Source: an optimization exercise on an open RTL-to-GDS flow (aim: small area and a short achievable clock period). Production flows keep margins and buffers that such runs may drop.
In this exercise RTL edits were held to simulation tests only and were not proved equivalent to the original.
Power figures rest on the tool's default switching activity, not on a simulated workload.

## mainModule
module mainModule(
		input clk, input reset,
		output [31:0] imem_addr, input [31:0] imem_data,
		output wb_alu_we, output [2:0] wb_alu_rd, output [31:0] wb_alu_data,
		output wb_mem_we, output [2:0] wb_mem_rd, output [7:0] wb_mem_data,
		output [3:0] flags
	);
	reg [31:0] pc;
	reg [31:0] ir;                                   
	reg iv;                                          
	reg [2:0] e_rm, e_rn, e_rd, e_mrn, e_mrd;
	reg [4:0] e_off;                                 
	reg e_aop, e_asrc;
	reg e_awe, e_fwe, e_ld, e_st, e_br;
	reg [7:0] rm_sr, rn_sr;                          
	reg [7:0] rm_sh, rn_sh;                          
	reg rm_old, rm_oldh, rm_p3, rm_wm, rm_wa, rm_imm;
	reg rn_old, rn_oldh, rn_p3, rn_wm, rn_wa;
	reg pstall;                                      
	reg m_awe, m_ld, m_st;
	reg [2:0] m_ard, m_mrd;
	reg [31:0] m_alu;
	reg [7:0] m_sd;
	reg [2:0] m_addr;
	reg m_fnew;                                      
	reg [3:0] m_fold;                                
	reg m_vraw, m_vsp, m_a31, m_craw, m_cmask;
	wire m_z = m_fnew ? (m_alu == 32'd0) : m_fold[3];
	wire m_n = m_fnew ? m_alu[31] : m_fold[2];
	wire m_c = m_fnew ? (m_craw & ~m_cmask) : m_fold[1];
	wire m_v = m_fnew ? (m_vsp ? m_a31 : m_vraw) : m_fold[0];
	reg w_awe, w_mwe;
	reg [2:0] w_ard, w_mrd;
	reg [31:0] w_alu;
	reg [7:0] w_mem;
	reg w_z, w_n, w_c, w_v;
	reg [3:0] fl;                                    
	reg [63:0]  rlo;                                 
	reg [191:0] rhi;                                 
	reg [7:0]  hz;
	wire [7:0] hz_sel;                               
	reg [31:0] r0old;
	reg [63:0] dm;                                   
	wire [15:0] ia = ir[15:0];
	wire [15:0] im = ir[31:16];
	wire a_wr0  = ia[4:0] == 5'b00011;
	wire a_cmp0 = ia[4:0] == 5'b01000;
	wire a_nop0 = ia[4:0] == 5'b00000;
	wire o_st0  = im[4:0] == 5'b01100;
	wire o_ld0  = im[4:0] == 5'b01101;
	wire o_br0  = im[4:0] == 5'b11010;
	wire o_jp0  = im[4:0] == 5'b11110;
	wire o_nop0 = im[4:0] == 5'b00000;
	wire a_wr = iv & a_wr0, a_cmp = iv & a_cmp0;
	wire o_st = iv & o_st0, o_ld = iv & o_ld0, o_br = iv & o_br0, o_jp = iv & o_jp0;
	wire undef = iv & (~(a_wr0 | a_cmp0 | a_nop0) | ~(o_st0 | o_ld0 | o_br0 | o_jp0 | o_nop0));
  ...
For scale: about 610 flip-flops, roughly 120 I/O pins, ~28000 um^2 of cells after synthesis.
clock: 10.0 ns
lec_check: 0
abc_area: 1
cap_margin: 20
core_margin: 2
core_utilization: 60
cts_cluster_diameter: 80
cts_cluster_size: 20
place_density: 0.7
slew_margin: 20
standard.sh (not shown) runs the stock make flow with config.mk's settings and CLKGATE_MAP_FILE= SYNTH_SCRIPT=/design/flow/synth_recipe.tcl, a recipe that flattens the netlist after the stock synthesis.
==> flow/flow/run.sh <==
#!/bin/bash
# Standard ORFS layout (the standard.sh, standard synthesis unchanged) with a
# tighter timing-repair target, smaller port buffers and a denser floorplan.
# Each tool's full output stays in orfs/logs; make's own output goes to standard.log.
set -o pipefail
bash standard.sh \
  SETUP_SLACK_MARGIN=6.5 \
  "BUFFER_PORTS_ARGS=-buffer_cell sky130_fd_sc_hd__buf_2" \
  finish > standard.log 2>&1
Next try:
--- a/flow/design.v
+++ b/flow/design.v
@@ -12,12 +12,13 @@
 	reg [4:0] e_off;                                 
 	reg e_aop, e_asrc;
 	reg e_awe, e_fwe, e_ld, e_st, e_br;
 	reg [7:0] rm_sr, rn_sr;                          
 	reg [7:0] rm_sh, rn_sh;                          
 	reg rm_old, rm_oldh, rm_p3, rm_wm, rm_wa, rm_imm;
+	reg rm_ineg;                                     
 	reg rn_old, rn_oldh, rn_p3, rn_wm, rn_wa;
 	reg pstall;                                      
 	reg m_awe, m_ld, m_st;
 	reg [2:0] m_ard, m_mrd;
 	reg [31:0] m_alu;
 	reg [7:0] m_sd;
@@ -92,12 +93,13 @@
 	wire n_rm_rf = ~n_asrc & ~n_rm_p3 & ~n_rm_wm & ~n_rm_wa;
 	wire n_rn_rf = ~n_rn_p3 & ~n_rn_wm & ~n_rn_wa;
 	wire [7:0] n_rm_dec = 8'd1 << n_rm;
 	wire [7:0] n_rn_dec = 8'd1 << n_rn;
 	always @(posedge clk) begin
 		rm_imm <= n_asrc;
+		rm_ineg <= n_asrc & n_rm[2];
 		rm_p3 <= ~n_asrc & n_rm_p3;
 		rm_wm <= ~n_asrc & ~n_rm_p3 & n_rm_wm;
 		rm_wa <= ~n_asrc & ~n_rm_p3 & ~n_rm_wm & n_rm_wa;
 		rm_sr <= n_rm_dec & {8{n_rm_rf}} & {7'h7f, ~stall};
 		rm_sh <= n_rm_dec & {8{n_rm_rf}} & {7'h7f, ~stall} & ~hz_sel;
 		rm_old <= n_rm_dec[0] & n_rm_rf & stall;
@@ -121,15 +123,15 @@
 		end
 	endgenerate
 	reg [31:0] rm_or, rn_or;
 	integer k;
 	always @(*) begin
 		rm_or[7:0]  = ({8{rm_old}} & r0old[7:0]) | ({8{rm_p3}} & m_alu[7:0]) |
-			({8{rm_wm}} & w_mem) | ({8{rm_wa}} & w_alu[7:0]) | {{5{rm_imm & e_rm[2]}}, {3{rm_imm}} & e_rm};
+			({8{rm_wm}} & w_mem) | ({8{rm_wa}} & w_alu[7:0]) | {{5{rm_ineg}}, {3{rm_imm}} & e_rm};
 		rm_or[31:8] = ({24{rm_oldh}} & r0old[31:8]) | ({24{rm_p3}} & m_alu[31:8]) |
-			({24{rm_wa}} & w_alu[31:8]) | {24{rm_imm & e_rm[2]}};
+			({24{rm_wa}} & w_alu[31:8]) | {24{rm_ineg}};
 		rn_or[7:0]  = ({8{rn_old}} & r0old[7:0]) | ({8{rn_p3}} & m_alu[7:0]) |
 			({8{rn_wm}} & w_mem) | ({8{rn_wa}} & w_alu[7:0]);
 		rn_or[31:8] = ({24{rn_oldh}} & r0old[31:8]) | ({24{rn_p3}} & m_alu[31:8]) |
 			({24{rn_wa}} & w_alu[31:8]);
 		for (k = 0; k < 8; k = k + 1) begin
 			rm_or[7:0]  = rm_or[7:0]  | ({8{rm_sr[k]}}  & rlo[8*k +: 8]);
Outcome: The new run finished clean. Register-to-register slack gets better by 0.12 ns. Worst setup slack gains 0.092 ns. Worst hold slack gets worse by 0.028 ns. Clock-buffer cell count is lower by 1. Total power grows by about 1.2%. Area after synthesis came out higher by 0.35%. Design area decreases by about 0.35%. Utilization shrinks by 0.37 points. Wire length barely changes. Final cell count came out lower by about 0.9%. Sequential share of layout area went up by 0.27 points. Sequential power climbs by about 2%. Combinational power goes down by about 3.6%. Via count came out lower by about 0.5%.

== the baseline ==
Starting RTL as in the previous note.
==> flow/config.mk <==
export PLATFORM = sky130hd
export DESIGN_NAME = mainModule
export DESIGN_NICKNAME = mainModule
export VERILOG_FILES = /design/flow/design.v
export SDC_FILE = /design/flow/constraint.sdc
export NUM_CORES = 4
export LEC_CHECK = 0
export ABC_AREA = 1
export CAP_MARGIN = 20
export CORE_MARGIN = 2
export CORE_UTILIZATION = 60
export CTS_CLUSTER_DIAMETER = 80
export CTS_CLUSTER_SIZE = 20
export PLACE_DENSITY = 0.7
export SLEW_MARGIN = 20
==> flow/constraint.sdc <==
create_clock -name core_clock -period 10.0 [get_ports {clk}]
set_input_delay 2.0000 -clock core_clock [delete_from_list [all_inputs] [get_ports {clk}]]
set_output_delay 2.0000 -clock core_clock [all_outputs]
set_load 0.01 [all_outputs]
==> flow/flow/run.sh <==
#!/bin/bash
# Standard ORFS layout (the standard.sh, standard synthesis unchanged) with a
# tighter timing-repair target, smaller port buffers and a denser floorplan.
# Each tool's full output stays in orfs/logs; make's own output goes to standard.log.
set -o pipefail
bash standard.sh \
  SETUP_SLACK_MARGIN=6.7 \
  "BUFFER_PORTS_ARGS=-buffer_cell sky130_fd_sc_hd__buf_2" \
  finish > standard.log 2>&1
The baseline reached the final stage; the timing, DRC and antenna checks on its layout passed.
Modified inputs, the candidate compared to the baseline
--- a/flow/design.v
+++ b/flow/design.v
@@ -10,16 +10,17 @@
 	reg iv;                                          
 	reg [2:0] e_rm, e_rn, e_rd, e_mrn, e_mrd;
 	reg [4:0] e_off;                                 
 	reg e_aop, e_asrc;
 	reg e_awe, e_fwe, e_ld, e_st, e_br;
 	reg [7:0] rm_sr, rn_sr;                          
 	reg [7:0] rm_sh, rn_sh;                          
 	reg rm_old, rm_oldh, rm_p3, rm_wm, rm_wa, rm_imm;
+	reg rm_ineg;                                     
 	reg rn_old, rn_oldh, rn_p3, rn_wm, rn_wa;
 	reg pstall;                                      
 	reg m_awe, m_ld, m_st;
 	reg [2:0] m_ard, m_mrd;
 	reg [31:0] m_alu;
 	reg [7:0] m_sd;
 	reg [2:0] m_addr;
 	reg m_fnew;                                      
@@ -90,16 +91,17 @@
 	wire n_rn_wm = m_ld & (m_mrd == n_rn) & (n_rn != 3'd0);
 	wire n_rn_wa = m_awe & (m_ard == n_rn) & (n_rn != 3'd0);
 	wire n_rm_rf = ~n_asrc & ~n_rm_p3 & ~n_rm_wm & ~n_rm_wa;
 	wire n_rn_rf = ~n_rn_p3 & ~n_rn_wm & ~n_rn_wa;
 	wire [7:0] n_rm_dec = 8'd1 << n_rm;
 	wire [7:0] n_rn_dec = 8'd1 << n_rn;
 	always @(posedge clk) begin
 		rm_imm <= n_asrc;
+		rm_ineg <= n_asrc & n_rm[2];
 		rm_p3 <= ~n_asrc & n_rm_p3;
 		rm_wm <= ~n_asrc & ~n_rm_p3 & n_rm_wm;
 		rm_wa <= ~n_asrc & ~n_rm_p3 & ~n_rm_wm & n_rm_wa;
 		rm_sr <= n_rm_dec & {8{n_rm_rf}} & {7'h7f, ~stall};
 		rm_sh <= n_rm_dec & {8{n_rm_rf}} & {7'h7f, ~stall} & ~hz_sel;
 		rm_old <= n_rm_dec[0] & n_rm_rf & stall;
 		rm_oldh <= n_rm_dec[0] & n_rm_rf & stall & ~hz[0];
 		rn_p3 <= n_rn_p3;
@@ -119,19 +121,19 @@
 		for (ri = 1; ri < 8; ri = ri + 1) begin : g_rd
 			assign rf_eff[32*ri +: 32] = {hz[ri] ? 24'd0 : rhi[24*ri +: 24], rlo[8*ri +: 8]};
 		end
 	endgenerate
 	reg [31:0] rm_or, rn_or;
 	integer k;
 	always @(*) begin
 		rm_or[7:0]  = ({8{rm_old}} & r0old[7:0]) | ({8{rm_p3}} & m_alu[7:0]) |
-			({8{rm_wm}} & w_mem) | ({8{rm_wa}} & w_alu[7:0]) | {{5{rm_imm & e_rm[2]}}, {3{rm_imm}} & e_rm};
+			({8{rm_wm}} & w_mem) | ({8{rm_wa}} & w_alu[7:0]) | {{5{rm_ineg}}, {3{rm_imm}} & e_rm};
 		rm_or[31:8] = ({24{rm_oldh}} & r0old[31:8]) | ({24{rm_p3}} & m_alu[31:8]) |
-			({24{rm_wa}} & w_alu[31:8]) | {24{rm_imm & e_rm[2]}};
+			({24{rm_wa}} & w_alu[31:8]) | {24{rm_ineg}};
 		rn_or[7:0]  = ({8{rn_old}} & r0old[7:0]) | ({8{rn_p3}} & m_alu[7:0]) |
 			({8{rn_wm}} & w_mem) | ({8{rn_wa}} & w_alu[7:0]);
 		rn_or[31:8] = ({24{rn_oldh}} & r0old[31:8]) | ({24{rn_p3}} & m_alu[31:8]) |
 			({24{rn_wa}} & w_alu[31:8]);
 		for (k = 0; k < 8; k = k + 1) begin
 			rm_or[7:0]  = rm_or[7:0]  | ({8{rm_sr[k]}}  & rlo[8*k +: 8]);
 			rm_or[31:8] = rm_or[31:8] | ({24{rm_sh[k]}} & rhi[24*k +: 24]);
 			rn_or[7:0]  = rn_or[7:0]  | ({8{rn_sr[k]}}  & rlo[8*k +: 8]);
@@ -156,17 +158,23 @@
 	wire [31:0] gg = A & Bx;
 	reg [191:0] pg, pq;                                         
 	integer l, i, j;
 	always @(*) begin
 		pg[31:0] = {gg[31:1], gg[0] | (pp[0] & sub)};
 		pq[31:0] = pp;
 		for (l = 0; l < 5; l = l + 1) begin
 			for (i = 0; i < 32; i = i + 1) begin
-				if ((i >> l) & 1) begin
+				if (i == 1) begin
+					pg[32*(l+1)+i] = gg[1] | (pp[1] & gg[0]) | (pp[1] & pp[0] & sub);
+					pq[32*(l+1)+i] = pq[32*l+i] & pq[32*l+0];
+				end else if (i == (1 << l)) begin
+					pg[32*(l+1)+i] = gg[i] | (pp[i] & gg[i-1]) | (pp[i] & pp[i-1] & pg[32*l+i-2]);
+					pq[32*(l+1)+i] = pq[32*l+i] & pq[32*l+i-1];
+				end else if ((i >> l) & 1) begin
 					j = ((i >> l) << l) - 1;
 					pg[32*(l+1)+i] = pg[32*l+i] | (pq[32*l+i] & pg[32*l+j]);
 					pq[32*(l+1)+i] = pq[32*l+i] & pq[32*l+j];
 				end else begin
 					pg[32*(l+1)+i] = pg[32*l+i];
 					pq[32*(l+1)+i] = pq[32*l+i];
 				end
 			end
==> comparison <==
The number of design-rule violations left by the first detailed-router iteration in the candidate was higher than what the baseline gave.
The relative contribution of the clock network to total power of the baseline and that of the candidate are within noise of each other.
Number of clock buffer instances in the layout (the candidate over the baseline): increase, 3.3%
Diff the candidate and the baseline: effective utilization at floorplan higher in the candidate
Going from the baseline to the candidate, post-synthesis to final-layout area growth -0.15 points; post-route worst hold slack +0.016 ns.
Total detailed-routing wirelength, the candidate and the baseline: larger value in the candidate

[what the ideal ports hide]
No port has a modelled driver above. Below, the same layouts with a new extraction and two added sets of constraints.
Step 1 (the two cells are an assumption about what drives the block):
set clk [get_ports {clk}]
set_driving_cell -lib_cell sky130_fd_sc_hd__clkbuf_16 $clk
set_driving_cell -lib_cell sky130_fd_sc_hd__buf_2 [delete_from_list [all_inputs] $clk]
Step 2 also shifts input and output timing later by t, the mid clock arrival at the registers, as if the neighbouring blocks saw the same clock.
a / b / c = no drivers / after step 1 / after step 2; a / b = the first two.
run | shift t [ns] | slack for setup (ns) | hold slack, ns | worst slew at a driven data input, ns | pins driven straight from the clock port
the first run of note 1 | 0.647 | 6.464 / 6.464 / 5.987 | 0.393 / 0.393 / 0.393 | 0.09 | 1
the second run of note 1 | 0.644 | 6.556 / 6.495 / 6.049 | 0.365 / 0.365 / 0.365 | 0.06 | 1
the baseline | 0.655 | 6.510 / 6.510 / 6.143 | 0.358 / 0.358 / 0.358 | 0.08 | 1
the candidate | 0.638 | 6.724 / 6.664 / 6.243 | 0.374 / 0.374 / 0.374 | 0.06 | 1
After both steps every run listed still meets setup and hold. For the second run of note 1, which loses most, drivers alone change the setup slack by -0.061 ns; drivers and shift together by -0.507 ns.
